This is an optimization exercise on Yosys and OpenROAD, whose aim is small area, a short achievable clock period and few clock cycles, not a production implementation.
In this exercise RTL edits were held to simulation tests only and were not proved equivalent to the original.
Power is estimated from default activity; no workload was simulated.

==> flow/design.v <==
`timescale 1ns / 1ps
module processor_16b(
input clk, rst,
input [15:0] din,
output [15:0] dataout, address,
output [7:0] status,
output mem_wr
    );
    reg        exe;             
    reg        dv;              
    reg        mv;              
    reg [15:0] pc;              
    reg [15:0] ir;
    reg [15:0] opa, opb;        
    reg        fN, fZ, fC;
    reg [16:0] acc;             
    reg [3:0]  cnt;             
    reg        d_ua;            
    reg        d_ub;            
    reg        d_wr;            
    reg        d_cal;           
    reg        d_ill;           
    function legal_f;
        input [15:0] w;
        legal_f = (w[15:12] == 4'b0100) && (w[11:7] <= 5'd17);
    endfunction
    wire [2:0] wa = ir[8:6];
    wire [4:0] k  = ir[11:7];
    wire legal = legal_f(ir);
    wire op_add = legal && k == 5'd0;
    wire op_sub = legal && k == 5'd1;
    wire op_mul = legal && k == 5'd2;
    wire op_div = legal && k == 5'd4;
    wire op_inc = legal && k == 5'd5;
    wire op_dec = legal && k == 5'd6;
    wire op_and = legal && k == 5'd7;
    wire op_or  = legal && k == 5'd8;
    wire op_xor = legal && k == 5'd9;
    wire op_not = legal && k == 5'd10;
    wire op_ld  = legal && k == 5'd11;
    wire op_st  = legal && k == 5'd12;
    wire op_cal = legal && k == 5'd16;
    wire op_ret = legal && k == 5'd17;
    wire op_br  = legal && (k == 5'd13 || k == 5'd14 || k == 5'd15);
    wire [15:0] a = opa;
    wire [15:0] b = opb;
    wire        subm = op_sub || op_div;
    wire [15:0] yb   = op_inc ? 16'h0000 : op_dec ? 16'hFFFF : subm ? ~b : b;
    function [16:0] radd;
        input [15:0] x, y;
        input        ci;
        integer i;
        reg c;
        begin
            c = ci;
            for (i = 0; i < 16; i = i + 1) begin
                radd[i] = x[i] ^ y[i] ^ c;
                c = (x[i] & y[i]) | (c & (x[i] ^ y[i]));
            end
            radd[16] = c;
        end
    endfunction
    function [8:0] radd8;
        input [7:0] x, y;
        input       ci;
        integer i;
        reg c;
        begin
            c = ci;
            for (i = 0; i < 8; i = i + 1) begin
                radd8[i] = x[i] ^ y[i] ^ c;
                c = (x[i] & y[i]) | (c & (x[i] ^ y[i]));
            end
            radd8[8] = c;
        end
    endfunction
    function [16:0] csadd;
        input [15:0] x, y;
        input        ci;
        reg [8:0] lo, h0, h1;
        begin
            lo = radd8(x[7:0], y[7:0], ci);
            h0 = radd8(x[15:8], y[15:8], 1'b0);
            h1 = radd8(x[15:8], y[15:8], 1'b1);
            csadd = {lo[8] ? h1 : h0, lo[7:0]};
        end
    endfunction
    function gtf;
        input [15:0] x, y;                            
        integer i;
        reg c;
        begin
            c = 1'b0;
            for (i = 0; i < 16; i = i + 1)
                c = (y[i] & ~x[i]) | (c & ~(x[i] ^ y[i]));
            gtf = c;
        end
    endfunction
    wire [16:0] sum  = csadd(a, yb, subm || op_inc);
    wire        cry  = sum[16] ^ subm;                
    function [4:0] blen;
        input [15:0] x;
        integer i;
        begin
            blen = 5'd0;
            for (i = 0; i < 16; i = i + 1)
                if (x[i]) blen = i + 1;
        end
    endfunction
    wire [4:0] la = blen(a);
    wire [4:0] lb = blen(b);
    wire [3:0] d0 = la[3:0] - lb[3:0];
    wire b_zero = (b == 16'd0);
    wire div_one = (la == lb);                        
    wire b_gt_a = gtf(a, b);
    wire div_trivial = b_zero || b_gt_a || div_one;    
    wire [15:0] rem   = opa;
    wire [15:0] bs    = b << cnt;
    wire [16:0] rsum  = csadd(rem, ~bs, 1'b1);
    wire [16:0] rdiff = {~rsum[16], rsum[15:0]};      
    wire        qbit  = ~rdiff[16];
    wire [15:0] qnext = {acc[14:0], qbit};
    function [2:0] topdig;                            
        input [15:0] x;
        begin
            if (x[15])              topdig = 3'd5;
            else if (|x[14:12])     topdig = 3'd4;
            else if (|x[11:9])      topdig = 3'd3;
            else if (|x[8:6])       topdig = 3'd2;
            else if (|x[5:3])       topdig = 3'd1;
            else                    topdig = 3'd0;
        end
    endfunction
    wire [2:0]  ja  = topdig(a);
    wire [2:0]  jb  = topdig(b);
    wire        swp = (ja < jb);
    wire [15:0] mx  = swp ? a : b;
    wire [15:0] mm  = swp ? b : a;
    wire [2:0]  mj0 = swp ? ja : jb;                  
    wire [2:0]  mj  = mv ? cnt[2:0] : mj0;
    reg  [2:0]  dg;
    always @(*) begin
        case (mj)
            3'd0: dg = mx[2:0];
            3'd1: dg = mx[5:3];
            3'd2: dg = mx[8:6];
            3'd3: dg = mx[11:9];
            3'd4: dg = mx[14:12];
            default: dg = {2'b00, mx[15]};
        endcase
    end
    wire [16:0] mbase = mv ? {acc[13:0], 3'b000} : 17'd0;
    wire [16:0] mres  = mbase + ({17{dg[0]}} & {1'b0, mm}) + ({17{dg[1]}} & {mm, 1'b0})
                      + ({17{dg[2]}} & {mm[14:0], 2'b00});
    wire        mlast = (mj == 3'd0);
    wire s_q   = dv;
    wire s_m   = mv || op_mul;
    wire s_sum = !dv && !mv && (op_add || op_sub || op_inc || op_dec);
    wire s_dv  = !dv && !mv && op_div;
    wire s_and = !dv && !mv && op_and;
    wire s_or  = !dv && !mv && op_or;
    wire s_xor = !dv && !mv && op_xor;
    wire s_not = !dv && !mv && op_not;
    wire s_b   = !(s_q || s_m || s_sum || s_dv || s_and || s_or || s_xor || s_not);
    wire [15:0] res = ({16{s_q}} & qnext) | ({16{s_m}} & mres[15:0]) | ({16{s_sum}} & sum[15:0])
                    | ({16{s_dv && b_zero}}) | {15'd0, s_dv && !b_gt_a}
                    | ({16{s_and}} & (a & b)) | ({16{s_or}} & (a | b)) | ({16{s_xor}} & (a ^ b))
                    | ({16{s_not}} & ~a) | ({16{s_b}} & b);
    wire setf = dv || mv || op_add || op_sub || op_mul || op_div;
    wire cres = (s_m && mres[16]) || (!dv && !mv && (op_add || op_sub) && cry);
    wire div_go  = op_div && !div_trivial;             
    wire div_end = dv && (cnt == 4'd0);
    wire mul_go  = op_mul && !mlast;                   
    wire mul_end = mv && mlast;
    wire seq = exe && !dv && !mv && legal && !(op_ld || op_st || op_cal || op_ret || div_go || mul_go);
    wire fetch = !exe || seq || div_end || mul_end;
    wire to_fetch = exe && (op_ld || op_st || op_cal || op_ret);
    wire wr_reg = exe && !dv && !mv && legal && !(op_st || op_cal || op_ret || op_br || div_go || mul_go) ||
                  div_end || mul_end;
    wire wr_fwd = wr_reg && !op_ld;
    assign address = d_ua ? a : d_ub ? b : pc;
    reg [15:0] pinc;
    integer pi;
    reg pcy;
    always @(*) begin
        pcy = 1'b1;
        for (pi = 0; pi < 16; pi = pi + 1) begin
            pinc[pi] = address[pi] ^ pcy;
            pcy = pcy & address[pi];
        end
    end
    assign dataout = d_cal ? pc : b;
    assign mem_wr  = d_wr;
    assign status  = d_ill ? 8'hF0 : 8'h00;
    wire [15:0] wdata = rst ? 16'd0 : op_ld ? din : res;
    wire [15:0] rf [0:7];
    genvar g;
    generate for (g = 0; g < 8; g = g + 1) begin : regs
        reg [15:0] r;
        wire en = rst || (wr_reg && wa == g);
        always @(posedge clk)
            if (en) r <= wdata;
        assign rf[g] = r;
    end endgenerate
    wire [2:0]  nfa = din[5:3];
    wire [2:0]  nsa = din[2:0];
    wire        fwa = wr_fwd && wa == nfa;
    wire        fwb = wr_fwd && wa == nsa;
    reg  [15:0] na, nb;
    integer ri;
    always @(*) begin
        na = {16{fwa}} & res;
        nb = {16{fwb}} & res;
        for (ri = 0; ri < 8; ri = ri + 1) begin
            na = na | ({16{nfa == ri && !(wr_fwd && wa == ri)}} & rf[ri]);
            nb = nb | ({16{nsa == ri && !(wr_fwd && wa == ri)}} & rf[ri]);
        end
    end
    wire        nz  = (wr_fwd && setf) ? (res == 16'd0) : fZ;
    wire [4:0]  nk  = din[11:7];
    wire        nl  = legal_f(din);
    always @(posedge clk)
        if (fetch) begin
            ir  <= din;
            opa <= na;
            opb <= nb;
        end else if (dv && qbit)
            opa <= rdiff[15:0];
    always @(posedge clk) begin
        if (rst || (!fetch && to_fetch)) begin
            d_ua <= 1'b0; d_ub <= 1'b0; d_wr <= 1'b0; d_cal <= 1'b0; d_ill <= 1'b0;
        end else if (fetch) begin
            d_ua  <= nl && (nk == 5'd12 || nk == 5'd16 || nk == 5'd17);
            d_ub  <= nl && (nk == 5'd11 || nk == 5'd13 || (nk == 5'd14 && nz) || (nk == 5'd15 && !nz));
            d_wr  <= nl && (nk == 5'd12 || nk == 5'd16);
            d_cal <= nl && nk == 5'd16;
            d_ill <= !nl;
        end
    end
    always @(posedge clk) begin
        if (div_go && exe && !dv && !mv) begin
            acc <= 17'd0;
            cnt <= d0;
        end else if (mul_go && exe && !dv && !mv) begin
            acc <= mres;
            cnt <= {1'b0, mj0 - 3'd1};
        end else if (dv) begin
            acc[15:0] <= qnext;
            cnt <= cnt - 4'd1;
        end else if (mv) begin
            acc <= mres;
            cnt <= cnt - 4'd1;
        end
    end
    always @(posedge clk) begin
        if (rst)
            {fN, fZ, fC} <= 3'b000;
        else if (wr_reg && setf)
            {fN, fZ, fC} <= {res[15], res == 16'd0, cres};
    end
    always @(posedge clk) begin
        if (rst) begin
            exe <= 1'b0;
            dv  <= 1'b0;
            mv  <= 1'b0;
            pc  <= 16'd0;
        end else begin
            if (fetch) begin
                pc  <= pinc;
                exe <= 1'b1;
            end else if (to_fetch) begin
                exe <= 1'b0;
                if (op_cal)
                    pc <= b;
                if (op_ret)
                    pc <= din;
            end
            if (div_go && exe && !dv && !mv)
                dv <= 1'b1;
            else if (div_end)
                dv <= 1'b0;
            if (mul_go && exe && !dv && !mv)
                mv <= 1'b1;
            else if (mul_end)
                mv <= 1'b0;
        end
    end
endmodule
clock: 50.0 ns
lec_check: 0
cap_margin: 20
core_margin: 2
core_utilization: 55
cts_buf_list: sky130_fd_sc_hd__clkbuf_16
cts_cluster_diameter: 80
cts_cluster_size: 25
place_density: 0.7
slew_margin: 20
standard.sh (not shown) runs the stock make flow with config.mk's settings and CLKGATE_MAP_FILE= SYNTH_SCRIPT=/design/flow/synth_recipe.tcl, a recipe that flattens the netlist after the stock synthesis.
==> flow/flow/run.sh <==
#!/bin/bash
# The standard layout, with two changes in how it is made:
#  - repair_timing is asked to leave a setup margin, so that the paths that
#    set the achieved period (bus outputs, din inputs, ALU) are sized and
#    buffered for a short period rather than only for the 50 ns clock;
#  - every port still gets its buffer, but a plain buf_2 is asked for rather
#    than the delay cells the port buffering otherwise picks.
# The SDC, clock period, synthesis and every other step are the standard ones.
set -euo pipefail
bash standard.sh SETUP_SLACK_MARGIN=38 "BUFFER_PORTS_ARGS=-buffer_cell sky130_fd_sc_hd__buf_2" finish > standard.log 2>&1
Testbench counts at the start, summed over its fixed seeds: cycles 29,935.
==> next run, changes <==
--- a/flow/design.v
+++ b/flow/design.v
@@ -12,10 +12,11 @@
     reg [15:0] pc;              
     reg [15:0] ir;
     reg [15:0] opa, opb;        
     reg        fN, fZ, fC;
     reg [16:0] acc;             
+    reg [15:0] quo;             
     reg [3:0]  cnt;             
     reg        d_ua;            
     reg        d_ub;            
     reg        d_wr;            
     reg        d_cal;           
@@ -112,16 +113,16 @@
     wire [3:0] d0 = la[3:0] - lb[3:0];
     wire b_zero = (b == 16'd0);
     wire div_one = (la == lb);                        
     wire b_gt_a = gtf(a, b);
     wire div_trivial = b_zero || b_gt_a || div_one;    
-    wire [15:0] rem   = opa;
+    wire [15:0] rem   = acc[15:0];
     wire [15:0] bs    = b << cnt;
     wire [16:0] rsum  = csadd(rem, ~bs, 1'b1);
     wire [16:0] rdiff = {~rsum[16], rsum[15:0]};      
     wire        qbit  = ~rdiff[16];
-    wire [15:0] qnext = {acc[14:0], qbit};
+    wire [15:0] qnext = {quo[14:0], qbit};
     function [2:0] topdig;                            
         input [15:0] x;
         begin
             if (x[15])              topdig = 3'd5;
             else if (|x[14:12])     topdig = 3'd4;
@@ -222,12 +223,11 @@
     always @(posedge clk)
         if (fetch) begin
             ir  <= din;
             opa <= na;
             opb <= nb;
-        end else if (dv && qbit)
-            opa <= rdiff[15:0];
+        end
     always @(posedge clk) begin
         if (rst || (!fetch && to_fetch)) begin
             d_ua <= 1'b0; d_ub <= 1'b0; d_wr <= 1'b0; d_cal <= 1'b0; d_ill <= 1'b0;
         end else if (fetch) begin
             d_ua  <= nl && (nk == 5'd12 || nk == 5'd16 || nk == 5'd17);
@@ -237,17 +237,20 @@
             d_ill <= !nl;
         end
     end
     always @(posedge clk) begin
         if (div_go && exe && !dv && !mv) begin
-            acc <= 17'd0;
+            acc <= {1'b0, a};
+            quo <= 16'd0;
             cnt <= d0;
         end else if (mul_go && exe && !dv && !mv) begin
             acc <= mres;
             cnt <= {1'b0, mj0 - 3'd1};
         end else if (dv) begin
-            acc[15:0] <= qnext;
+            if (qbit)
+                acc[15:0] <= rdiff[15:0];
+            quo <= qnext;
             cnt <= cnt - 4'd1;
         end else if (mv) begin
             acc <= mres;
             cnt <= cnt - 4'd1;
         end
The changed run passed the timing, DRC and antenna checks.
Critical path depth grows by 1.
Synthesized cell count grows by about 3.5%.
Combinational power shrinks by about 4%.
Total power grows by 1.4%.
Final cell count grows by about 3%.
Die area grows by 4.4%.
Worst setup slack gets better by 0.044 ns.
Synthesized area grows by about 4.5%.
Count of clock-buffer cells in the layout stays the same.
Maximum frequency grows by about 0.36%.
Via count shrinks by 0.31%.
Testbench counts after the change, summed over its fixed seeds: cycles 29,935.

what the ideal ports hide:
The results above use ideal ports. As a check the final layouts listed here were re-extracted and re-timed, cells and wires unchanged. Step 1: set_driving_cell puts a clkbuf_16 on clk and a buf_2 on each other input, an assumption about the parent block. Step 2 times the ports against the registers' clock, not the clock port: input delays grow and output delays shrink by t, the midpoint of the rising clock arrivals with the driver on. Slacks: ideal / step 1 / step 2; pairs: ideal / step 1.
run	t, ns	setup slack, ns	hold WS [ns]
the first run	0.562	38.019 / 37.966 / 37.933	0.454 / 0.454 / 0.454
the second run	0.562	38.063 / 38.015 / 37.943	0.466 / 0.466 / 0.466
After both steps setup and hold are still met in every run listed. The setup slack of the second run, which loses most, moves by -0.048 ns with the drivers and by -0.120 ns with both steps.
